This is an optimization exercise on Yosys and OpenROAD, whose aim is small area, a short achievable clock period and few clock cycles per item, not a production implementation. At most, simulation tests tie the RTL to the original design; equivalence was not proved. Function not checked in runs 2 and 4 to 6: the RTL went through the layout flow alone. Power and IR drop assume default switching activity.

==> design.v <==
`timescale 1ns / 1ps
module adder #(parameter J = 5)
             (input wire [7:0] A,
              input wire [6:1] T,
              output wire [J+1:0] S
             );
    wire [2:0] r = {T[4], (T[2] & ~T[4]) | T[6],
                    (T[1] & ~T[2]) | (T[3] & ~T[4]) | (T[5] & ~T[6])};
    assign S = A[J-1:0] + A[J:1] + r;
endmodule
`timescale 1ns / 1ps
`timescale 1ns / 1ps
module cbrt(input [7:0] a,
            output [6:1] t
            );
    assign t[1] = |a;                                               
    assign t[2] = |a[7:3];                                          
    assign t[3] = |a[7:5] | (a[4] & a[3] & (a[2] | (a[1] & a[0])));  
    assign t[4] = a[7] | a[6];                                      
    assign t[5] = a[7] | (&a[6:2] & (a[1] | a[0]));                 
    assign t[6] = a[7] & a[6] & (a[5] | (a[4] & a[3]));             
endmodule
`timescale 1ns / 1ps
module functions(input clk,
                 input rst,
                 input [7:0] a,
                 input [7:0] b,
                 input start,
                 output wire [9:0] out,
                 output wire busy
                );
    localparam J = 5;
    wire [6:1] t;
    cbrt root(.a(b), .t(t));
    wire [J+1:0] lo;
    adder #(.J(J)) sum(.A(a), .T(t), .S(lo));
    reg       a0_q;
    reg [J-1:0] lo_q;
    reg [1:0] c_q;
    reg [7:J] ahi_q;
    always @(posedge clk)
        if (rst) begin
            a0_q  <= 1'b0;
            lo_q  <= 0;
            c_q   <= 2'd0;
            ahi_q <= 0;
        end else if (start) begin
            a0_q  <= a[0];
            lo_q  <= lo[J-1:0];
            c_q   <= lo[J+1:J];
            ahi_q <= a[7:J];
        end
    wire [8-J:0] hi = ahi_q + ahi_q[7:J+1] + c_q;
    assign out  = {hi, lo_q, a0_q};
    assign busy = 1'b0;
endmodule
==> flow/run.sh <==
#!/bin/bash
# The standard layout (standard.sh), with two changes:
#  - synthesis maps the logic with its own delay-driven ABC script
#    (flow/abc.script) and leaves adders to ABC instead of ORFS's
#    full/half-adder cells;
#  - the port buffers are the smallest buffer instead of the resizer's
#    default pick (a slow delay buffer).
set -euo pipefail
here=$(pwd)
cat flow/abc_wrap.tcl synth_recipe.tcl > own_synth.tcl
export MY_ABC_SCRIPT=$here/flow/abc.script
export MY_ABC_D=1000
bash standard.sh SYNTH_SCRIPT=$here/own_synth.tcl ADDER_MAP_FILE= \
  BUFFER_PORTS_ARGS="-buffer_cell sky130_fd_sc_hd__buf_1" finish > orfs_flow.log 2>&1
==> flow/abc.script <==
strash
dch
map -D 1000
topo
stime -c
buffer -c
upsize -c -D 1000
dnsize -c -D 1000
==> flow/abc_wrap.tcl <==
# Runs Yosys's abc with this flow's own ABC script (flow/abc.script) and
# delay target in place of ORFS's; everything else in the synthesis is
# the standard script, which this file is put in front of.
proc abc {args} {
  set i [lsearch -exact $args -script]
  if {$i >= 0} { set args [lreplace $args $i [expr {$i + 1}] -script $::env(MY_ABC_SCRIPT)] }
  set i [lsearch -exact $args -D]
  if {$i >= 0} { set args [lreplace $args $i [expr {$i + 1}]] }
  lappend args -D $::env(MY_ABC_D)
  puts "abc (own script): $args"
  yosys abc {*}$args
}
==> standard.sh <==
#!/bin/bash
# synth_recipe.tcl (not shown) runs the flow's synth.tcl, then flattens the netlist and writes it again
# the make line also repeats each setting of config.mk as NAME=value (left out here)
make -C /OpenROAD-flow-scripts/flow DESIGN_CONFIG=/design/flow/config.mk WORK_HOME=/design/flow/orfs CLKGATE_MAP_FILE= SYNTH_SCRIPT=/design/flow/synth_recipe.tcl "${@:-finish}"
==> config.mk <==
export PLATFORM = sky130hd
export DESIGN_NAME = functions
export DESIGN_NICKNAME = functions
export VERILOG_FILES = /design/flow/design.v
export SDC_FILE = /design/flow/constraint.sdc
export NUM_CORES = 4
export LEC_CHECK = 0
export CAP_MARGIN = 20
export CORE_AREA = 4 4 66 66
export DIE_AREA = 0 0 70 70
export SLEW_MARGIN = 20
==> constraint.sdc <==
create_clock -name core_clock -period 5.5 [get_ports {clk}]
set_input_delay 1.1000 -clock core_clock [delete_from_list [all_inputs] [get_ports {clk}]]
set_output_delay 1.1000 -clock core_clock [all_outputs]
set_load 0.01 [all_outputs]
==> qor.csv, run 1 <==
metric,value,unit
status,"complete, no violations",
via count,915,
main combinational cell family by area after synthesis,simple AND/OR/NAND/NOR gates,
Synth Area in Compound Gates,24.93,%
placed wire-length estimate,1660,um
FP Rows,22,
Port-buffer cells,28,
die area,0.004900,mm^2
Tot Pwr,245.9,uW
clock slew at reported path FFs,50,ps
Flop pwr share,36.9,%
hold path start,c_q[1],
post-cts repair resize count,0,
Post-Syn Instances,138,
CP Max Fanout,4,
GPL Wtd Cong,0.7487,
synth top area cells,"dfxtp_1, nand2_1, nor2_1, o21ai_0, inv_1",
Ports,30,
clock skew,0,ps
setup tns final,0,ps
TritonCTS clock tree,built,
setup violators final,0,
DR pass1 iterations,4,
total CTS buffers,3,
crit path kind,flop to output port,
Worst setup SP type,flop,
Net Switching,80.09,uW
hold_buf cts,0,
vias in the first global route,792,
Synth Area in Adders,0,%
die height,70,um
CTS max path bufs,2,
area delta synth->final,22.05,%
core outline area,0.003689,mm^2
worst hold path depth,2,
Synth Area in Simple Gates,34.58,%
wire length per cell,9.005,um
post-synthesis mux area share,0,%
fin crit share,45.64,%
Net Sw Frac,32.57,%
worst r2r dst,c_q[0],
Clock power frac,31.7,%
fin crit period,2510,ps
P_int,165.8,uW
Final WS setup,2990,ps
Synth Area in XOR/XNOR,6.052,%
ratio of cells with drive above 1 in the final layout,7.186,%
Unique masters post-synth,30,
top-area cell type share of the netlist area,25.36,%
leak pwr,0.4409,nW
clock sinks,11,
Hold EP,c_q[1],
Async SR Flop Fraction,0,%
"flops & latches, synth",11,
"Net Count, Synth",157,
Final Hold Fails,0,
H-tree Lvls,1,
Max IR drop VDD,63.16,uV
crit path capture type,output port,
Routed WL,1936,um
clock latency (worst-skew pair),230,ps
All-Layer GR Usage,7.913,%
cell at the root of the clock tree,clkbuf_8,
initial antenna violation count,0,
top-count cell post-synth,nand2_1,
Hold Path Class,flop to flop,
Netlist Area Pre-Place,868.3,um^2
critical path data required time,4400,ps
Peak Freq,398.4,MHz
# diodes,0,
Starting DRT DRC Count,56,
r2r startpoint,c_q[0],
remaining antenna violation count,0,
postcts setup bufs,0,
Final Slew Violations,0,
Register-to-Register Path Depth,2,
Power Density,232.0,mW/mm^2
largest area contributor in the netlist,dfxtp_1,
pre-CTS setup slack,2938,ps
power share of the combinational group,31.5,%
r2r setup slk,4820,ps
largest net degree at the start of global routing,15,
Arrival @ worst endpoint,1410,ps
routed vias/inst,4.256,
prevailing post-synth register cell,dfxtp_1,
Residual DRC,0,
Die X-Extent,70,um
number of synthesized flops with an enable pin,0,
starting density of the core,23.54,%
NumNets Final,187,
average size of a mapped cell,6.292,um^2
Commonest cells post-synth,"nand2_1, nor2_1, inv_1, o21ai_0, dfxtp_1",
gr ovfl total,0,
"Seq/Total Area, Yosys",25.36,%
maxcap violations,0,
synth warn,1,
global-route wire length before repair,3215,um
unrepaired setup endpoints after global routing,false,
-- power groups by stage --
stage               Clock (mW)  Combinational (mW)  Sequential [mW]
floorplan                    0              0.0549           0.0931
global placement             0              0.0780           0.0922
detailed placement           0              0.0779           0.0923
CTS                     0.0807              0.0782           0.0907
global route            0.0856              0.0896           0.0915
finish                  0.0779              0.0773           0.0906
-- sequential cells by signal (all words and copies together), names as in the netlist --
signal	flops
lo_q	5
ahi_q	3
c_q	2
a0_q	1
-- layout by cell type (no fill, tap or decap) --
| cell | instances |
|---|---|
| clkbuf_8 | 3 |
| o21ai_0 | 12 |
| inv_1 | 14 |
| a211oi_1 | 1 |
| nor3_1 | 2 |
| nand2_1 | 32 |
| or2_1 | 1 |
| nand3b_1 | 1 |
| and2_1 | 1 |
| clkinv_1 | 1 |
| o211ai_1 | 2 |
| nor2_2 | 1 |
| nand3_2 | 2 |
| a31oi_1 | 2 |
| o21a_1 | 1 |
| dfxtp_1 | 11 |
| o211ai_2 | 1 |
| o221ai_2 | 1 |
| buf_1 | 28 |
| nand3_1 | 7 |
| o21ai_2 | 2 |
| clkbuf_1 | 1 |
| a21oi_1 | 10 |
| nor2_1 | 17 |
| xor2_1 | 4 |
| o21ai_1 | 2 |
| a21oi_2 | 1 |
| conb_1 | 1 |
| nand4_2 | 1 |
| nand4_1 | 2 |
| xnor2_1 | 2 |
-- critical path, stage by stage, from the launching register on --
cell and delay (ps):
dfxtp_1 320, inv_1 110, nor2_1 60, nor2_1 110, xor2_1 210, nor2_1 80
xnor2_1 130, buf_1 160
-- through the flow --
step / instance area (um^2) / hold WS [ps] / util [%] / cells
2_1_floorplan: 868.3 / 452.3 / - / 138
3_3_place_gp: 1015 / 492.9 / 27.51 / 211
3_5_place_dp: 1015 / 482.5 / 27.51 / 211
4_1_cts: 1060 / 490.0 / 28.73 / 215
5_1_grt: 1060 / 503.4 / 28.73 / 215
6_report: 1060 / 487.3 / 28.73 / 215
-- logic make-up (layout without fill, tap and decap cells) --
kind of cell,after synthesis,after routing
AO/OA/AOI/OAI,35,35
flip-flops,11,11
buffers and inverters,18,47
XOR/XNOR,6,6
AND/OR/NAND/NOR,67,67
other,1,1
-- routing by layer --
| layer | vias to the layer above | track usage [%] | wire (um) |
|---|---|---|---|
| li1 | 516 | - | - |
| met1 | 376 | 10.46 | 998 |
| met2 | 19 | 12.07 | 830 |
| met3 | 4 | 1.295 | 70 |
| met4 | 0 | 4.468 | 36 |
| met5 | - | 0 | 0 |
-- area by class of cell --
cell class / count / area, um^2
Fill cell: 441 / 2629
Multi-Input combinational cell: 109 / 573.1
Sequential cell: 11 / 220.2
Timing Repair Buffer: 28 / 105.1
Tap cell: 48 / 60.06
Inverter: 15 / 56.30
Clock buffer: 4 / 45.04
-- how the worst max path moves through the flow --
stage	start	end
6_report	ahi_q[6]	out[8]
3_3_place_gp	a[0]	c_q[0]
4_1_cts	ahi_q[6]	out[8]
2_1_floorplan	b[7]	c_q[0]
5_1_grt	ahi_q[6]	out[8]
3_5_place_dp	a[0]	c_q[0]
Testbench counts, summed over its fixed seeds: cycles 800, items 800.
==> inputs of run 2 (changes only) <==
--- a/design.v
+++ b/design.v
@@ -29,7 +29,7 @@
                  output wire [9:0] out,
                  output wire busy
                 );
-    localparam J = 5;
+    localparam J = 3;
     wire [6:1] t;
     cbrt root(.a(b), .t(t));
     wire [J+1:0] lo;
--- a/flow/run.sh
+++ b/flow/run.sh
@@ -1,5 +1,5 @@
 #!/bin/bash
-# The standard layout (standard.sh), with two changes:
+# The standard layout (standard.sh), with three changes:
 #  - synthesis maps the logic with its own delay-driven ABC script
 #    (flow/abc.script) and leaves adders to ABC instead of ORFS's
 #    full/half-adder cells;
--- a/config.mk
+++ b/config.mk
@@ -6,6 +6,6 @@
 export NUM_CORES = 4
 export LEC_CHECK = 0
 export CAP_MARGIN = 20
-export CORE_AREA = 4 4 66 66
-export DIE_AREA = 0 0 70 70
+export CORE_AREA = 4 4 56 56
+export DIE_AREA = 0 0 60 60
 export SLEW_MARGIN = 20
==> qor.csv, run 2 <==
metric,value,unit,change
"flops & latches, synth",11,,unchanged
highest metal used,met4,,
clock latency (worst-skew pair),270,ps,+40 ps
top-area cell type share of the netlist area,26.31,%,+0.95 points
post-synthesis mux area share,0,%,unchanged
cell at the root of the clock tree,clkbuf_4,,
global-route wire length before repair,3077,um,-4.3%
crit path kind,flop to output port,,
number of synthesized flops with an enable pin,0,,unchanged
crit path capture type,output port,,
ratio of cells with drive above 1 in the final layout,9.091,%,+1.9 points
FF/Latch Area,220.2,um^2,unchanged
TritonCTS clock tree,built,,
Post-Syn Instances,126,,-8.7%
GPL Wtd Cong,0.6928,,-7.5%
Ports,30,,unchanged
Routed WL,1869,um,-3.5%
Hold Path Class,flop to flop,,
via count,907,,-0.87%
placed wire-length estimate,1545,um,-6.9%
pre-CTS setup slack,2911,ps,-26.85 ps
clock slew at reported path FFs,70,ps,+20 ps
Synth Area in Adders,0,%,unchanged
WHS,486.2,ps,-1.079 ps
Starting DRT DRC Count,16,,-71%
CP Max Fanout,4,,unchanged
Final Hold Fails,0,,unchanged
die height,60,um,-14%
setup violators final,0,,unchanged
NumNets Final,174,,-7.0%
gr ovfl total,0,,unchanged
FP Rows,18,,-18%
Net Switching,76.71,uW,-4.2%
Fillers,295,,-33%
Synth Area in Simple Gates,31.09,%,-3.5 points
Tot Pwr,218.9,uW,-11%
area occupied by multi-input gates,544.3,um^2,-5.0%
Met1 Wirelength,725,um,-27%
average size of a mapped cell,6.643,um^2,+5.6%
post-cts repair resize count,0,,unchanged
CTS max path bufs,2,,unchanged
remaining antenna violation count,0,,unchanged
main combinational cell family by area after synthesis,simple AND/OR/NAND/NOR gates,,
initial antenna violation count,0,,unchanged
die area,0.003600,mm^2,-27%
critical path data required time,4400,ps,about the same
power share of the combinational group,33.3,%,+1.8 points
Synth Area in Compound Gates,26.16,%,+1.2 points
Worst setup SP type,flop,,
biggest regs,"ahi_q x5, lo_q x3, c_q x2",,
Async SR Flop Fraction,0,%,unchanged
largest net degree at the start of global routing,13,,-2
total CTS buffers,3,,unchanged
final core utilization,38.94,%,+10 points
Netlist Area Pre-Place,837.1,um^2,-3.6%
Die X-Extent,60,um,-14%
Peak Freq,346.2,MHz,-13%
most frequent cells in the layout,"buf_1, nand2_1, a21oi_1",,
"Seq/Total Area, Yosys",26.31,%,+0.95 points
leak pwr,0.3965,nW,-10%
r2r setup slk,4770,ps,-50 ps
Met3 Wirelength,90,um,+29%
Net Sw Frac,35.05,%,+2.5 points
clock sinks,11,,unchanged
"Net Count, Synth",145,,-7.6%
Final WS setup,2611,ps,-378.7 ps
largest register by flop count,ahi_q,,
core outline area,0.002522,mm^2,-32%
P_int,142.2,uW,-14%
Worst Setup SP,ahi_q[4],,
# diodes,0,,unchanged
r2r startpoint,c_q[0],,
fin crit period,2889,ps,+378.7 ps
maxcap violations,0,,unchanged
area delta synth->final,17.34,%,
Flop pwr share,41.4,%,+4.5 points
starting density of the core,33.18,%,+9.6 points
routed vias/inst,4.929,,+16%
unrepaired setup endpoints after global routing,false,,
synth top area cells,"dfxtp_1, nand2_1, a21oi_1, o21ai_0, nor2_1",,
wire length per cell,10.16,um,+13%
vias in the first global route,804,,+1.5%
top-count cell post-synth,nand2_1,,
Port-buffer cells,28,,unchanged
hold path start,c_q[1],,
Final Slew Violations,0,,unchanged
H-tree Lvls,1,,unchanged
Arrival @ worst endpoint,1790,ps,+380 ps
Power Density,222.8,mW/mm^2,-4.0%
Unique masters post-synth,29,,-3.3%
All-Layer GR Usage,11.30,%,+3.4 points
Synth Area in XOR/XNOR,7.324,%,+1.3 points
Commonest cells post-synth,"nand2_1, a21oi_1, nor2_1",,
fin crit share,52.52,%,+6.9 points
postcts setup bufs,0,,unchanged
status,"complete, no violations",,
Max IR drop VDD,102.0,uV,+61%
Residual DRC,0,,unchanged
prevailing post-synth register cell,dfxtp_1,,
DR pass1 iterations,4,,unchanged
clock skew,0,ps,unchanged
Clock power frac,25.3,%,-6.4 points
hold_buf cts,0,,unchanged
metal2 WL,1010,um,+22%
setup tns final,0,ps,unchanged
max reg flops,5,,unchanged
"commonest non-fill, non-tap cell in the layout",buf_1,,
largest area contributor in the netlist,dfxtp_1,,
synth warn,1,,unchanged
## run 2: changes by cell type in the layout (fill, tap and decap cells not counted), moves of 2 or more
cell,change
inv_1,-3
clkbuf_8,-3
o21ai_2,-2
o211ai_1,-2
inv_2,+2
nand2_1,-9
xnor2_1,+2
nor2_1,-5
a21oi_1,+6
clkbuf_4,+3
## run 2: final cells by class
type | instances | area share (%)
Tap cell | 30 | 3.822
Clock buffer | 4 | 2.675
Sequential cell | 11 | 22.42
Timing Repair Buffer | 28 | 10.70
Inverter | 13 | 4.968
Multi-Input combinational cell | 98 | 55.41
## run 2: cells by family (layout without fill, tap and decap cells)
group	count (synthesis)	in the layout
AO/OA/AOI/OAI	37	37
XOR/XNOR	7	7
buffers and inverters	17	45
flip-flops	11	11
other	1	1
AND/OR/NAND/NOR	53	53
## run 2: path summary, 6_finish.rpt
path            end  cells past startpoint
max          out[8]                     10
max reg2reg  c_q[0]                      2
min          c_q[1]                      2
min reg2reg  c_q[1]                      2
## run 2: power groups by stage
stage                     logic, mW  clock network [mW]  registers [mW]
after floorplan              0.0530                   0          0.0927
after global placement       0.0721                   0          0.0922
after detailed placement     0.0735                   0          0.0925
after CTS                    0.0742              0.0564          0.0907
after global routing         0.0833              0.0627          0.0919
final                        0.0729              0.0553          0.0907
## run 2: metrics by stage
step	instances	instance area, um^2
2_1_floorplan	126	837.1
3_3_place_gp	180	955.9
3_5_place_dp	180	955.9
4_1_cts	184	982.2
5_1_grt	184	982.2
6_report	184	982.2
## run 2: metal layers
metal	GRT usage, %	up-vias
li1	-	483
met1	11.35	396
met2	21.60	24
met3	0.8639	4
met4	7.595	0
met5	0	-
## run 2: worst max-delay path: stages, from the launching register on
cell and delay, ps:
dfxtp_1 340, inv_2 60, nor2_1 160, nor2_1 80, a21oi_1 200, nor3_1 80, o21bai_2 210, nor2_1 130
nand2_1 60, nand2_1 50, buf_1 140
==> inputs of run 3 (changes only) <==
--- a/design.v
+++ b/design.v
@@ -29,7 +29,7 @@
                  output wire [9:0] out,
                  output wire busy
                 );
-    localparam J = 3;
+    localparam J = 5;
     wire [6:1] t;
     cbrt root(.a(b), .t(t));
     wire [J+1:0] lo;
--- a/flow/run.sh
+++ b/flow/run.sh
@@ -11,4 +11,6 @@
 export MY_ABC_SCRIPT=$here/flow/abc.script
 export MY_ABC_D=1000
 bash standard.sh SYNTH_SCRIPT=$here/own_synth.tcl ADDER_MAP_FILE= \
-  BUFFER_PORTS_ARGS="-buffer_cell sky130_fd_sc_hd__buf_1" finish > orfs_flow.log 2>&1
+  BUFFER_PORTS_ARGS="-buffer_cell sky130_fd_sc_hd__buf_1" \
+  CTS_ARGS="-sink_clustering_enable -sink_clustering_size 30 -sink_clustering_max_diameter 200 -buf_list sky130_fd_sc_hd__clkbuf_4 -root_buf sky130_fd_sc_hd__clkbuf_4 -repair_clock_nets" \
+  finish > orfs_flow.log 2>&1
==> qor.csv, run 3 <==
metric,value,unit,change
unrepaired setup endpoints after global routing,false,,
largest net degree at the start of global routing,15,,+2
global-route wire length before repair,3353,um,+9.0%
FP Rows,18,,unchanged
area delta synth->final,17.72,%,
placed wire-length estimate,1732,um,+12%
NumNets Final,187,,+7.5%
"Net Count, Synth",157,,+8.3%
DR pass1 iterations,5,,+1
r2r setup slk,4810,ps,+40 ps
postcts setup bufs,0,,unchanged
pre-CTS setup slack,2949,ps,+38.77 ps
GPL Wtd Cong,0.8018,,+16%
setup violators final,0,,unchanged
clock sinks,11,,unchanged
gr ovfl total,0,,unchanged
CP Max Fanout,4,,unchanged
die area,0.003600,mm^2,unchanged
Peak Freq,389.7,MHz,+13%
initial antenna violation count,0,,unchanged
H-tree Lvls,1,,unchanged
Final WS setup,2934,ps,+322.8 ps
hold path start,c_q[1],,
post-cts repair resize count,0,,unchanged
synth warn,1,,unchanged
Routed WL,2026,um,+8.4%
average size of a mapped cell,6.292,um^2,-5.3%
critical path data required time,4400,ps,about the same
worst rel slew slack,66.54,%,
Post-Syn Instances,138,,+9.5%
max reg flops,5,,unchanged
remaining antenna violation count,0,,unchanged
"Seq/Total Area, Yosys",25.36,%,-0.95 points
Port-buffer cells,28,,unchanged
clock slew at reported path FFs,70,ps,about the same
"flops & latches, synth",11,,unchanged
clock skew,0,ps,unchanged
ratio of cells with drive above 1 in the final layout,7.784,%,-1.3 points
clock latency (worst-skew pair),260,ps,about the same
total CTS buffers,3,,unchanged
fin crit share,46.65,%,-5.9 points
top-area cell type share of the netlist area,25.36,%,-0.95 points
top-count cell post-synth,nand2_1,,
Finished Cell Area,0.001022,mm^2,+4.1%
Worst setup SP type,flop,,
CTS max path bufs,2,,unchanged
vias in the first global route,847,,+5.3%
largest area contributor in the netlist,dfxtp_1,,
largest register by flop count,lo_q,,
Max IR drop VDD,107.1,uV,+5.0%
crit path capture type,output port,,
starting density of the core,34.42,%,+1.2 points
most frequent cells in the layout,"nand2_1, buf_1, nor2_1",,
Power Density,223.4,mW/mm^2,+0.23%
maxcap violations,0,,unchanged
actual slew at the worst max-slew pin,501.9,ps,
via count,975,,+7.5%
"commonest non-fill, non-tap cell in the layout",nand2_1,,
final core utilization,40.53,%,+1.6 points
Starting DRT DRC Count,58,,+42
Ports,30,,unchanged
Netlist Area Pre-Place,868.3,um^2,+3.7%
routed vias/inst,4.949,,+0.40%
placed cell area,992.2,um^2,+3.8%
setup tns final,0,ps,unchanged
prevailing post-synth register cell,dfxtp_1,,
Unique masters post-synth,30,,+3.4%
Async SR Flop Fraction,0,%,unchanged
Residual DRC,0,,unchanged
Arrival @ worst endpoint,1470,ps,-320 ps
Hold Path Class,flop to flop,,
number of synthesized flops with an enable pin,0,,unchanged
status,"complete, no violations",,
r2r startpoint,c_q[0],,
Final Hold Fails,0,,unchanged
Commonest cells post-synth,"nand2_1, nor2_1, inv_1, o21ai_0, dfxtp_1",,
core outline area,0.002522,mm^2,unchanged
hold_buf cts,0,,unchanged
synth top area cells,"dfxtp_1, nand2_1, nor2_1, o21ai_0, inv_1",,
TritonCTS clock tree,built,,
Die X-Extent,60,um,unchanged
dpl cells,193,,+7.2%
Worst Setup SP,ahi_q[6],,
fin crit period,2566,ps,-322.8 ps
Finished Layout Cells,197,,+7.1%
leak pwr,0.4366,nW,+10%
# diodes,0,,unchanged
All-Layer GR Usage,12.11,%,+0.81 points
cell at the root of the clock tree,clkbuf_4,,
crit path kind,flop to output port,,
wire length per cell,10.28,um,+1.2%
die height,60,um,unchanged
biggest regs,"lo_q x5, ahi_q x3, c_q x2",,
Final Slew Violations,0,,unchanged
-- run 3: logic make-up after synthesis --
logic type                count (synthesis)  share of synthesized area [%]
other                                     1                         0.4319
buffers and inverters                    18                          8.644
AOI/OAI and AO/OA                        35                          24.93
and+or+nand+nor                          67                          34.58
xor gates and xnor gates                  6                          6.052
DFF                                      11                          25.36
-- run 3: per-layer routing --
layer | vias to the layer above | track usage, % | wire, um
met5 | - | 0 | 0
met4 | 0 | 5.063 | 14
met3 | 4 | 2.592 | 115
met2 | 30 | 18.98 | 916
met1 | 421 | 15.91 | 979
li1 | 520 | - | -
-- run 3: worst max-delay path: stages, from the launching register on --
cell and delay (ps):
dfxtp_1 330, inv_1 110, nor2_1 60, nor2_1 110
xor2_1 220, nor2_1 80, xnor2_1 130, buf_1 160
-- run 3: where the power goes --
group / switching [mW] / internal [mW]
registers: 0.00389 / 0.0865
logic: 0.0501 / 0.0284
clock network: 0.0265 / 0.0330
total: 0.0805 / 0.148
-- run 3: area by class of cell --
type	count	area, um^2
Fill cell	282	1500
Inverter	15	56.30
Multi-Input combinational cell	109	573.1
Sequential cell	11	220.2
Tap cell	30	37.54
Timing Repair Buffer	28	105.1
Clock buffer	4	30.03
-- run 3: through the flow --
step	hold WS (ps)	power, mW
after floorplan	452.3	0.1480
after global placement	488.6	0.1688
after detailed placement	475.1	0.1708
after CTS	486.0	0.2304
after global routing	507.6	0.2461
final	487.5	0.2283
-- run 3: worst paths after layout --
path              depth (start not counted)      to
setup / recovery                          7  out[8]
hold / removal                            2  c_q[1]
setup reg to reg                          2  c_q[0]
hold reg to reg                           2  c_q[1]
Testbench counts of run 3, summed over its fixed seeds: cycles 800, items 800.
==> inputs of run 4 (changes only) <==
--- a/design.v
+++ b/design.v
@@ -30,27 +30,40 @@
                  output wire busy
                 );
     localparam J = 5;
+    localparam W = 9 - J;
     wire [6:1] t;
     cbrt root(.a(b), .t(t));
     wire [J+1:0] lo;
     adder #(.J(J)) sum(.A(a), .T(t), .S(lo));
-    reg       a0_q;
+    wire [W-1:0] v = a[7:J] + a[7:J+1];
+    reg         a0_q;
     reg [J-1:0] lo_q;
-    reg [1:0] c_q;
-    reg [7:J] ahi_q;
+    reg [1:0]   c_q;
+    reg [W-1:0] v_q;
     always @(posedge clk)
         if (rst) begin
-            a0_q  <= 1'b0;
-            lo_q  <= 0;
-            c_q   <= 2'd0;
-            ahi_q <= 0;
+            a0_q <= 1'b0;
+            lo_q <= 0;
+            c_q  <= 2'd0;
+            v_q  <= 0;
         end else if (start) begin
-            a0_q  <= a[0];
-            lo_q  <= lo[J-1:0];
-            c_q   <= lo[J+1:J];
-            ahi_q <= a[7:J];
+            a0_q <= a[0];
+            lo_q <= lo[J-1:0];
+            c_q  <= lo[J+1:J];
+            v_q  <= v;
         end
-    wire [8-J:0] hi = ahi_q + ahi_q[7:J+1] + c_q;
+    reg [W-1:0] hi;
+    reg ones0, ones1;
+    integer i;
+    always @(*) begin
+        ones0 = 1'b1;
+        ones1 = 1'b1;
+        for (i = 0; i < W; i = i + 1) begin
+            hi[i] = v_q[i] ^ ((c_q[0] & ones0) | (c_q[1] & ones1 & (i > 0)));
+            ones0 = ones0 & v_q[i];
+            if (i > 0) ones1 = ones1 & v_q[i];
+        end
+    end
     assign out  = {hi, lo_q, a0_q};
     assign busy = 1'b0;
 endmodule
==> flow/run.sh (replaced) <==
#!/bin/bash
# The standard layout (standard.sh), with two changes:
#  - synthesis maps the logic with its own delay-driven ABC script
#    (flow/abc.script) and leaves adders to ABC instead of ORFS's
#    full/half-adder cells;
#  - the port buffers are the smallest buffer instead of the resizer's
#    default pick (a slow delay buffer).
set -euo pipefail
here=$(pwd)
cat flow/abc_wrap.tcl synth_recipe.tcl > own_synth.tcl
export MY_ABC_SCRIPT=$here/flow/abc.script
export MY_ABC_D=1000
bash standard.sh SYNTH_SCRIPT=$here/own_synth.tcl ADDER_MAP_FILE= \
  BUFFER_PORTS_ARGS="-buffer_cell sky130_fd_sc_hd__buf_1" finish > orfs_flow.log 2>&1
--- a/config.mk
+++ b/config.mk
@@ -6,6 +6,6 @@
 export NUM_CORES = 4
 export LEC_CHECK = 0
 export CAP_MARGIN = 20
-export CORE_AREA = 4 4 56 56
-export DIE_AREA = 0 0 60 60
+export CORE_AREA = 4 4 66 66
+export DIE_AREA = 0 0 70 70
 export SLEW_MARGIN = 20
==> qor.csv, run 4 <==
metric,value,unit,change
top-area cell type share of the netlist area,24.30,%,-1.1 points
CP top delay family,compound AO/OA/AOI/OAI gates,,
hold_buf cts,0,,unchanged
worst path bufs/invs,1,,-1
post-cts repair resize count,0,,unchanged
maxcap violations,0,,unchanged
gr ovfl total,0,,unchanged
Commonest cells post-synth,"nand2_1, inv_1, dfxtp_1, o21ai_0, a21oi_1",,
largest net degree at the start of global routing,20,,+5
cell at the root of the clock tree,clkbuf_8,,
clock skew,0,ps,unchanged
routed vias/inst,4.505,,-9.0%
Arrival @ worst endpoint,2550,ps,+1080 ps
All-Layer GR Usage,9.250,%,-2.9 points
Hold Path Class,flop to flop,,
Final Slew Violations,0,,unchanged
max reg flops,5,,unchanged
unrepaired setup endpoints after global routing,false,,
fin crit share,44.57,%,-2.1 points
Fillers,433,,+54%
Max stage delay on crit path,320,ps,about the same
Worst setup SP type,primary input,,
crit path capture type,flop,,
crit-path cells,buf_1 > o21ai_2 > nand3b_1 > o22ai_1 > or2_2 > a21oi_2 > nand4_1 > o211ai_1 > a31oi_1,,
total CTS buffers,3,,unchanged
Residual DRC,0,,unchanged
clock latency (worst-skew pair),230,ps,-30 ps
r2r setup slk,4770,ps,-40 ps
remaining antenna violation count,0,,unchanged
# diodes,0,,unchanged
most frequent cells in the layout,"buf_1, nand2_1, inv_1",,
synth top area cells,"dfxtp_1, nand2_1, xor2_1, inv_1, o21ai_0",,
setup violators final,0,,unchanged
Power Density,237.8,mW/mm^2,+6.5%
"Seq/Total Area, Yosys",24.30,%,-1.1 points
Port-buffer cells,28,,unchanged
clock sinks,12,,+1
Starting DRT DRC Count,31,,-47%
Register-to-Register Path Depth,3,,+1
vias in the first global route,892,,+5.3%
Routed WL,2116,um,+4.4%
"commonest non-fill, non-tap cell in the layout",buf_1,,
die area,0.004900,mm^2,+36%
leak pwr,0.4768,nW,+9.2%
"Net Count, Synth",157,,unchanged
r2r startpoint,lo_q[4],,
prevailing post-synth register cell,dfxtp_1,,
critical path data required time,5590,ps,+1190 ps
crit path kind,primary input to flop,,
largest area contributor in the netlist,dfxtp_1,,
biggest regs,"lo_q x5, v_q x4, c_q x2",,
Finished Layout Cells,214,,+8.6%
Post-Syn Instances,138,,unchanged
CP max-delay cell,or2_2,,
number of cells on the critical path,9,,+2
fin crit period,2451,ps,-114.4 ps
Max IR drop VDD,75.97,uV,-29%
actual slew at the worst max-slew pin,669.7,ps,+167.9 ps
global-route wire length before repair,3774,um,+13%
Peak Freq,407.9,MHz,+4.7%
Netlist Area Pre-Place,988.4,um^2,+14%
DR pass1 iterations,4,,-1
FP Rows,22,,+4
placed wire-length estimate,1775,um,+2.5%
wire length per cell,9.888,um,-3.9%
average size of a mapped cell,7.163,um^2,+14%
Worst Setup SP,a[0],,
H-tree Lvls,1,,unchanged
postcts setup bufs,0,,unchanged
"flops & latches, synth",12,,+1
core outline area,0.003689,mm^2,+46%
largest register by flop count,lo_q,,
worst rel slew slack,55.35,%,-11 points
top-count cell post-synth,nand2_1,,
status,"complete, no violations",,
Die X-Extent,70,um,+17%
initial antenna violation count,0,,unchanged
synth warn,1,,unchanged
dpl cells,210,,+8.8%
Ports,30,,unchanged
Final Hold Fails,0,,unchanged
via count,964,,-1.1%
Critical Path End,c_q[0],,
worst r2r dst,lo_q[4],,
GPL Wtd Cong,0.7712,,-3.8%
setup tns final,0,ps,unchanged
area delta synth->final,18.48,%,
die height,70,um,+17%
CP Max Fanout,4,,unchanged
Unique masters post-synth,37,,+23%
clock slew at reported path FFs,50,ps,-20 ps
NumNets Final,186,,-0.53%
starting density of the core,26.80,%,-7.6 points
Async SR Flop Fraction,0,%,unchanged
CTS max path bufs,2,,unchanged
number of synthesized flops with an enable pin,0,,unchanged
TritonCTS clock tree,built,,
ratio of cells with drive above 1 in the final layout,13.86,%,+6.1 points
==> run 4: final cells by class <==
cell class                 instances  area, um^2  area share (%)
multi-input combinational        106       650.6           55.56
clock buffer                       4       55.05           4.701
timing repair buffer              28       105.1           8.974
inverter                          16       60.06           5.128
tap                               48       60.06           5.128
sequential                        12       240.2           20.51
==> run 4: kinds of logic after synthesis <==
family / synth area share [%]
other: 0.3794
flip-flops: 24.30
AO/OA/AOI/OAI: 27.98
buffers and inverters: 9.873
XOR/XNOR: 9.621
AND/OR/NAND/NOR: 27.85
==> run 4: per-stage QoR <==
stage                     cell area (um^2)  setup slack (ps)  utilization [%]  power (mW)  hold WS, ps
after global routing                  1171              2857            31.75      0.2986        511.3
after CTS                             1171              3084            31.75      0.2820        465.3
after global placement                1116              2885            30.26      0.1872        453.6
final                                 1171              3049            31.75      0.2785        468.0
after floorplan                      988.4              3185                -      0.1654        438.2
after detailed placement              1116              2835            30.26      0.1876        457.1
==> run 4: where the power goes <==
part	total, mW	internal [mW]	switching [mW]
combinational	0.0871	0.0317	0.0554
clock	0.0931	0.0630	0.0301
sequential	0.0983	0.0943	0.00397
==> run 4: per-layer routing <==
metal / track usage (%) / up-vias / wire length, um
met5: 0 / - / 0
met4: 4.468 / 0 / 27
met3: 1.151 / 2 / 144
met2: 14.59 / 31 / 899
met1: 12.36 / 404 / 1045
li1: - / 527 / -
==> run 4: tightest hold or removal path, cell delays in order, from the launching register on <==
cell	delay [ps]
dfxtp_1	310
nand2_1	60
a21oi_1	50
==> run 4: how the worst min path moves through the flow <==
| stage | startpoint | to | slack, ps | cells past startpoint |
|---|---|---|---|---|
| after floorplan | c_q[1] | c_q[1] | 440 | 2 |
| after global placement | c_q[1] | c_q[1] | 450 | 2 |
| after detailed placement | c_q[1] | c_q[1] | 460 | 2 |
| after CTS | c_q[1] | c_q[1] | 470 | 2 |
| after global routing | c_q[1] | c_q[1] | 510 | 2 |
| final | c_q[1] | c_q[1] | 470 | 2 |
==> inputs of run 5 (changes only) <==
--- a/design.v
+++ b/design.v
@@ -29,7 +29,7 @@
                  output wire [9:0] out,
                  output wire busy
                 );
-    localparam J = 5;
+    localparam J = 4;
     localparam W = 9 - J;
     wire [6:1] t;
     cbrt root(.a(b), .t(t));
==> qor.csv, run 5 <==
metric,value,unit,change
via count,927,,-3.8%
crit path capture type,output port,,
most frequent cells in the layout,"buf_1, nand2_1, inv_1",,
placed wire-length estimate,1730,um,-2.5%
routed vias/inst,4.312,,-4.3%
crit path kind,flop to output port,,
H-tree Lvls,1,,unchanged
worst rel slew slack,52.12,%,-3.2 points
CTS max path bufs,2,,unchanged
M3 GR Usage,1.151,%,unchanged
GPL Wtd Cong,0.7488,,-2.9%
Final Hold Fails,0,,unchanged
Commonest cells post-synth,"nand2_1, inv_1, a21oi_1, dfxtp_1, o21ai_0",,
clock skew,0,ps,unchanged
gr ovfl total,0,,unchanged
# diodes,0,,unchanged
top-area cell type share of the netlist area,24.55,%,+0.25 points
fin crit share,45.76,%,+1.2 points
GR peak layer,met2,,
cell at the root of the clock tree,clkbuf_8,,
prevailing post-synth register cell,dfxtp_1,,
ratio of cells with drive above 1 in the final layout,11.38,%,-2.5 points
Hold EP,c_q[1],,
Finished Cell Area,0.001160,mm^2,-0.96%
number of synthesized flops with an enable pin,0,,unchanged
clock sinks,12,,unchanged
Worst Setup SP,v_q[0],,
clock slew at reported path FFs,50,ps,about the same
GR Util met1,11.94,%,-0.42 points
Residual DRC,0,,unchanged
global-route wire length before repair,3567,um,-5.5%
Synth Area in Simple Gates,31.07,%,+3.2 points
die height,70,um,unchanged
Synth Area in Compound Gates,23.27,%,-4.7 points
largest area contributor in the netlist,dfxtp_1,,
Port-buffer cells,28,,unchanged
Starting DRT DRC Count,20,,-35%
"Net Count, Synth",159,,+1.3%
placed cell area,0.001105,mm^2,-1.0%
Die X-Extent,70,um,unchanged
fin crit period,2517,ps,+65.18 ps
biggest regs,"v_q x5, lo_q x4, c_q x2",,
CP top delay family,simple AND/OR/NAND/NOR gates,,
TritonCTS clock tree,built,,
largest register by flop count,v_q,,
wire length per cell,9.498,um,-3.9%
post-synthesis mux area share,0,%,unchanged
pre-CTS setup slack,3086,ps,+251.6 ps
clock latency (worst-skew pair),240,ps,about the same
setup violators final,0,,unchanged
setup tns final,0,ps,unchanged
top-count cell post-synth,nand2_1,,
DR pass1 iterations,4,,unchanged
max reg flops,5,,unchanged
All-Layer GR Usage,8.719,%,-0.53 points
leak pwr,0.5291,nW,+11%
vias in the first global route,823,,-7.7%
CP max-delay cell,dfxtp_1,,
Netlist Area Pre-Place,978.4,um^2,-1.0%
largest net degree at the start of global routing,22,,+10%
Final WS setup,2983,ps,-65.18 ps
hold_buf cts,0,,unchanged
Synth Area in XOR/XNOR,10.61,%,+0.99 points
Register-to-Register Path Depth,2,,-1
grt met2 use,12.91,%,-1.7 points
synth top area cells,"dfxtp_1, nand2_1, a21oi_1, xor2_1, o21ai_0",,
hold path start,c_q[1],,
post-cts repair resize count,0,,unchanged
Async SR Flop Fraction,0,%,unchanged
die area,0.004900,mm^2,unchanged
Max IR drop VDD,70.18,uV,-7.6%
r2r startpoint,v_q[2],,
Unique masters post-synth,32,,-14%
remaining antenna violation count,0,,unchanged
Tot Pwr,275.7,uW,-1.0%
worst r2r dst,v_q[2],,
main combinational cell family by area after synthesis,simple AND/OR/NAND/NOR gates,,
Post-Syn Instances,140,,+1.4%
critical path data required time,4400,ps,-1190 ps
unrepaired setup endpoints after global routing,false,,
Peak Freq,397.4,MHz,-2.6%
Arrival @ worst endpoint,1420,ps,-1130 ps
Hold Path Class,flop to flop,,
worst hold path depth,2,,unchanged
Max stage delay on crit path,360,ps,+40 ps
Synth Area in Adders,0,%,unchanged
maxcap violations,0,,unchanged
worst path bufs/invs,1,,unchanged
r2r setup slk,4780,ps,about the same
final core utilization,31.45,%,-0.31 points
status,"complete, no violations",,
average size of a mapped cell,6.989,um^2,-2.4%
total CTS buffers,3,,unchanged
area delta synth->final,18.54,%,about the same
Routed WL,2042,um,-3.5%
Final Slew Violations,0,,unchanged
core outline area,0.003689,mm^2,unchanged
"commonest non-fill, non-tap cell in the layout",buf_1,,
"flops & latches, synth",12,,unchanged
NumNets Final,187,,+0.54%
CP Max Fanout,3,,-1
initial antenna violation count,0,,unchanged
Worst setup SP type,flop,,
synth warn,1,,unchanged
crit-path cells,a21oi_1 > nor2_1 > and3_1 > xor2_1 > buf_1,,
Power Density,237.7,mW/mm^2,about the same
starting density of the core,26.53,%,-0.27 points
Ports,30,,unchanged
"Seq/Total Area, Yosys",24.55,%,+0.25 points
actual slew at the worst max-slew pin,718.3,ps,+48.51 ps
postcts setup bufs,0,,unchanged
FP Rows,22,,unchanged
## run 5: cell families (layout without fill, tap and decap cells)
family / after synthesis / after routing
AOI/OAI and AO/OA: 39 / 39
xor gates and xnor gates: 11 / 11
buffers and inverters: 21 / 48
DFF: 12 / 12
other: 1 / 1
and+or+nand+nor: 56 / 56
## run 5: layout make-up
class,count,area (um^2)
inverters,16,60.06
well taps,48,60.06
repair buffers,28,105.1
multi-input cells,107,639.4
flip-flops and latches,12,240.2
fillers,438,2529
clock buffers,4,55.05
## run 5: layer usage
| metal | wire, um | part of all wire (%) |
|---|---|---|
| met1 | 1035 | 51 |
| met2 | 931 | 46 |
| met3 | 50 | 2.4 |
| met4 | 25 | 1.2 |
| met5 | 0 | 0 |
## run 5: worst max path at each step
stage	to	slack, ps	depth (start not counted)
after floorplan	c_q[0]	3330	8
after global placement	lo_q[3]	3090	9
after detailed placement	c_q[0]	3090	9
after CTS	out[9]	2940	5
after global routing	out[9]	2840	5
final	out[9]	2980	5
## run 5: power by group
part	internal (mW)	switching (mW)
clock network	0.0632	0.0318
registers	0.0946	0.00447
logic	0.0316	0.0500
total	0.189	0.0863
## run 5: through the flow
| stage | cells | hold WS, ps |
|---|---|---|
| 5_1_grt | 215 | 558.7 |
| 6_report | 215 | 520.2 |
| 3_5_place_dp | 211 | 508.8 |
| 4_1_cts | 215 | 526.2 |
| 3_3_place_gp | 211 | 508.2 |
| 2_1_floorplan | 140 | 489.8 |
## run 5: worst register-to-register path, delay by kind of cell (launching register included)
family          cells  cell delay, ps
flops               1             330
compound gates      2             250
==> inputs of run 6 (changes only) <==
==> design.v (replaced) <==
`timescale 1ns / 1ps
module adder(input wire [7:0] A,
             input wire [6:1] T,
             output wire [8:0] S
            );
    wire [8:0] p = A + A[7:1];
    wire [2:0] r = {T[4], (T[2] & ~T[4]) | T[6],
                    (T[1] & ~T[2]) | (T[3] & ~T[4]) | (T[5] & ~T[6])};
    wire [2:0] lo = p[2:0] + r;
    wire c3 = (T[6] & (p[2:0] >= 3'd2)) | (T[5] & (p[2:0] >= 3'd3)) |
              (T[4] & (p[2:0] >= 3'd4)) | (T[3] & (p[2:0] >= 3'd5)) |
              (T[2] & (p[2:0] >= 3'd6)) | (T[1] & (p[2:0] == 3'd7));
    assign S = {p[8:3] + c3, lo};
endmodule
`timescale 1ns / 1ps
`timescale 1ns / 1ps
module cbrt(input [7:0] a,
            output [6:1] t
            );
    assign t[1] = |a;                                               
    assign t[2] = |a[7:3];                                          
    assign t[3] = |a[7:5] | (a[4] & a[3] & (a[2] | (a[1] & a[0])));  
    assign t[4] = a[7] | a[6];                                      
    assign t[5] = a[7] | (&a[6:2] & (a[1] | a[0]));                 
    assign t[6] = a[7] & a[6] & (a[5] | (a[4] & a[3]));             
endmodule
`timescale 1ns / 1ps
module functions(input clk,
                 input rst,
                 input [7:0] a,
                 input [7:0] b,
                 input start,
                 output reg [9:0] out,
                 output wire busy
                );
    wire [6:1] t;
    cbrt root(.a(b), .t(t));
    wire [8:0] hi;
    adder sum(.A(a), .T(t), .S(hi));
    assign busy = 1'b0;
    always @(posedge clk)
        if (rst)
            out <= 10'd0;
        else if (start)
            out <= {hi, a[0]};
endmodule
==> flow/run.sh (replaced) <==
#!/bin/bash
# The standard layout (standard.sh), with three changes:
#  - synthesis maps the logic with its own delay-driven ABC script
#    (flow/abc.script) and leaves adders to ABC instead of ORFS's
#    full/half-adder cells;
#  - the port buffers are the smallest buffer instead of the resizer's
#    default pick (a slow delay buffer).
set -euo pipefail
here=$(pwd)
cat flow/abc_wrap.tcl synth_recipe.tcl > own_synth.tcl
export MY_ABC_SCRIPT=$here/flow/abc.script
export MY_ABC_D=1500
bash standard.sh SYNTH_SCRIPT=$here/own_synth.tcl ADDER_MAP_FILE= \
  BUFFER_PORTS_ARGS="-buffer_cell sky130_fd_sc_hd__buf_1" finish > orfs_flow.log 2>&1
==> flow/abc.script (replaced) <==
strash
dch
map -D 1500
topo
stime -c
buffer -c
upsize -c -D 1500
dnsize -c -D 1500
--- a/config.mk
+++ b/config.mk
@@ -6,6 +6,6 @@
 export NUM_CORES = 4
 export LEC_CHECK = 0
 export CAP_MARGIN = 20
-export CORE_AREA = 4 4 66 66
-export DIE_AREA = 0 0 70 70
+export CORE_AREA = 4 4 56 56
+export DIE_AREA = 0 0 60 60
 export SLEW_MARGIN = 20
==> qor.csv, run 6 <==
metric,value,unit,change
status,"complete, no violations",,
Ports,30,,unchanged
top-area cell type share of the netlist area,23.12,%,-1.4 points
fin crit share,47.88,%,+2.1 points
clock sinks,10,,-2
vias in the first global route,913,,+11%
gr ovfl total,0,,unchanged
CTS max path bufs,2,,unchanged
H-tree Lvls,1,,unchanged
starting density of the core,34.33,%,+7.8 points
leak pwr,0.4600,nW,-13%
Synth Area in XOR/XNOR,9.104,%,-1.5 points
Port-buffer cells,28,,unchanged
placed wire-length estimate,1695,um,-2.0%
Finished Cell Area,0.001030,mm^2,-11%
die height,60,um,-14%
largest net degree at the start of global routing,21,,-4.5%
Post-Syn Instances,146,,+4.3%
largest register by flop count,out,,
postcts setup bufs,0,,unchanged
total CTS buffers,3,,unchanged
cell at the root of the clock tree,clkbuf_4,,
CP Max Fanout,4,,+1
Peak Freq,379.7,MHz,-4.4%
max reg flops,10,,+5
remaining antenna violation count,0,,unchanged
"commonest non-fill, non-tap cell in the layout",nor2_1,,
ratio of cells with drive above 1 in the final layout,4.571,%,-6.8 points
Netlist Area Pre-Place,865.8,um^2,-12%
clock slew at reported path FFs,70,ps,+20 ps
setup tns final,0,ps,unchanged
Unique masters post-synth,25,,-22%
via count,987,,+6.5%
clock skew,0,ps,unchanged
initial antenna violation count,0,,unchanged
post-synthesis mux area share,0,%,unchanged
top-count cell post-synth,nor2_1,,
GPL Wtd Cong,0.8730,,+17%
Final Slew Violations,0,,unchanged
Synth Area in Compound Gates,28.61,%,+5.3 points
Power Density,226.7,mW/mm^2,-4.6%
die area,0.003600,mm^2,-27%
Finished Layout Cells,205,,-4.7%
main combinational cell family by area after synthesis,compound AO/OA/AOI/OAI gates,,
Async SR Flop Fraction,0,%,unchanged
worst path bufs/invs,3,,+2
wire length per cell,9.971,um,+5.0%
Die X-Extent,60,um,-14%
Starting DRT DRC Count,40,,+100%
actual slew at the worst max-slew pin,695.5,ps,-22.74 ps
DR pass1 iterations,4,,unchanged
Max stage delay on crit path,320,ps,-40 ps
CP max-delay cell,o21ai_0,,
average size of a mapped cell,5.930,um^2,-15%
Worst setup SP type,primary input,,
unrepaired setup endpoints after global routing,false,,
core outline area,0.002522,mm^2,-32%
# diodes,0,,unchanged
Synth Area in Adders,0,%,unchanged
dpl cells,201,,-4.7%
Synth Area in Simple Gates,28.32,%,-2.8 points
CP top delay family,simple AND/OR/NAND/NOR gates,,
setup violators final,0,,unchanged
Hold Path Class,flop to flop,,
maxcap violations,0,,unchanged
critical path data required time,5630,ps,+1230 ps
global-route wire length before repair,3512,um,-1.5%
crit path kind,primary input to flop,,
Max IR drop VDD,184.0,uV,+160%
Routed WL,2044,um,about the same
hold_buf cts,0,,unchanged
area delta synth->final,18.93,%,
number of synthesized flops with an enable pin,0,,unchanged
Final Hold Fails,0,,unchanged
post-cts repair resize count,0,,unchanged
clock latency (worst-skew pair),270,ps,+30 ps
FP Rows,18,,-18%
"flops & latches, synth",10,,-2
WHS,527.2,ps,+7.027 ps
Arrival @ worst endpoint,2760,ps,+1340 ps
synth top area cells,"dfxtp_1, nor2_1, o21ai_0, inv_1, nand2_1",,
most frequent cells in the layout,"nor2_1, buf_1, inv_1, o21ai_0, nand2_1",,
Final WS setup,2867,ps,-116.8 ps
largest area contributor in the netlist,dfxtp_1,,
NumNets Final,195,,+4.3%
Commonest cells post-synth,"nor2_1, inv_1, nand2_1, o21ai_0, dfxtp_1",,
worst rel slew slack,53.63,%,+1.5 points
CP dominant cell by count,inv_1,,
placed cell area,993.5,um^2,-10%
crit path capture type,flop,,
synth warn,1,,unchanged
All-Layer GR Usage,12.23,%,+3.5 points
pre-CTS setup slack,2603,ps,-483.4 ps
prevailing post-synth register cell,dfxtp_1,,
"Net Count, Synth",165,,+3.8%
TritonCTS clock tree,built,,
fin crit period,2633,ps,+116.8 ps
Tot Pwr,233.5,uW,-15%
crit-path cells,buf_1 > inv_1 > nor2_1 > nand4_1 > o21ai_0 > nand3_1 > o2111ai_2 > nand3_2 > nor2_2 > inv_1 > o21ai_1 > a31oi_1,,
"Seq/Total Area, Yosys",23.12,%,-1.4 points
final core utilization,40.82,%,+9.4 points
Residual DRC,0,,unchanged
biggest regs,out x10,,
routed vias/inst,4.815,,+12%
==> run 6: cell types whose count changed in the layout (fill, tap and decap cells not counted), sizes merged, moves of 5 or more <==
cell and change:
nor2 +20, nand2 -9, o21ai +8, a21oi -5, inv +5
==> run 6: path summary, 6_finish.rpt <==
check	start	to	slack, ps	depth (start not counted)
max	b[3]	out[8]	2870	12
max reg2reg	out[0]	out[0]	4830	2
min	out[6]	out[6]	530	2
min reg2reg	out[6]	out[6]	530	2
==> run 6: cells by family after synthesis <==
logic type	count (synthesis)
xor+xnor	9
other cells	1
buf+inv	23
simple gates	60
compound gates	43
flops	10
==> run 6: worst reg2reg max path: cells and delay by family, from the launching register on <==
kind               cells  cell delay (ps)
AOI/OAI and AO/OA      2              210
DFF                    1              320
==> run 6: cell type report <==
cell class | instances | area, um^2
clock buffers | 4 | 36.28
fillers | 289 | 1493
inverters | 20 | 75.07
multi-input cells | 113 | 575.6
flip-flops and latches | 10 | 200.2
well taps | 30 | 37.54
repair buffers | 28 | 105.1
==> run 6: metal layers <==
| metal | GRT usage [%] | part of all wire (%) |
|---|---|---|
| met1 | 16.54 | 48 |
| met3 | 2.808 | 5.6 |
| met4 | 3.165 | 0 |
| met5 | 0 | 0 |
| met2 | 19.44 | 46 |
==> run 6: report_power, final <==
group / leakage [nW] / total, mW / internal, mW / switching, mW
Sequential: 0.0832 / 0.0833 / 0.0798 / 0.00345
Clock: 0.0210 / 0.0676 / 0.0402 / 0.0273
Combinational: 0.356 / 0.0827 / 0.0296 / 0.0531

==> separate check: timing with driven ports <==
Ports are ideal in the flow. The routed layouts listed here were re-timed in OpenROAD.
Step 1 assumes that a clkbuf_16 drives the clock port and a buf_2 every other input.
Step 2 times the ports against the registers' clock, not the clock port: input delays grow and output delays shrink by t, the midpoint of the rising clock arrivals with the driver on.
Three values: ideal ports, drivers, drivers and shift; two values: the first two.
| run | t, ns | slack for setup (ns) | hold slack, ns | worst setup path at the end | latest minus earliest clock arrival (ns) |
|---|---|---|---|---|---|
| run 1 | 0.254 | 2.990 / 2.969 / 2.941 | 0.487 / 0.487 / 0.487 | input to register | 0.001 / 0.001 |
| run 2 | 0.287 | 2.611 / 2.591 / 2.879 | 0.486 / 0.486 / 0.486 | register to output | 0.004 / 0.003 |
| run 3 | 0.283 | 2.934 / 2.916 / 2.956 | 0.487 / 0.487 / 0.487 | input to register | 0.005 / 0.005 |
| run 4 | 0.255 | 3.049 / 3.048 / 2.793 | 0.468 / 0.468 / 0.468 | input to register | 0.002 / 0.002 |
| run 5 | 0.261 | 2.983 / 2.961 / 3.062 | 0.520 / 0.520 / 0.520 | input to register | 0.004 / 0.003 |
| run 6 | 0.284 | 2.867 / 2.860 / 2.576 | 0.527 / 0.527 / 0.527 | input to register | 0.002 / 0.002 |
After both steps every run listed still meets setup and hold. For run 6, which loses most, drivers alone change the setup slack by -0.007 ns; drivers and shift together by -0.291 ns.
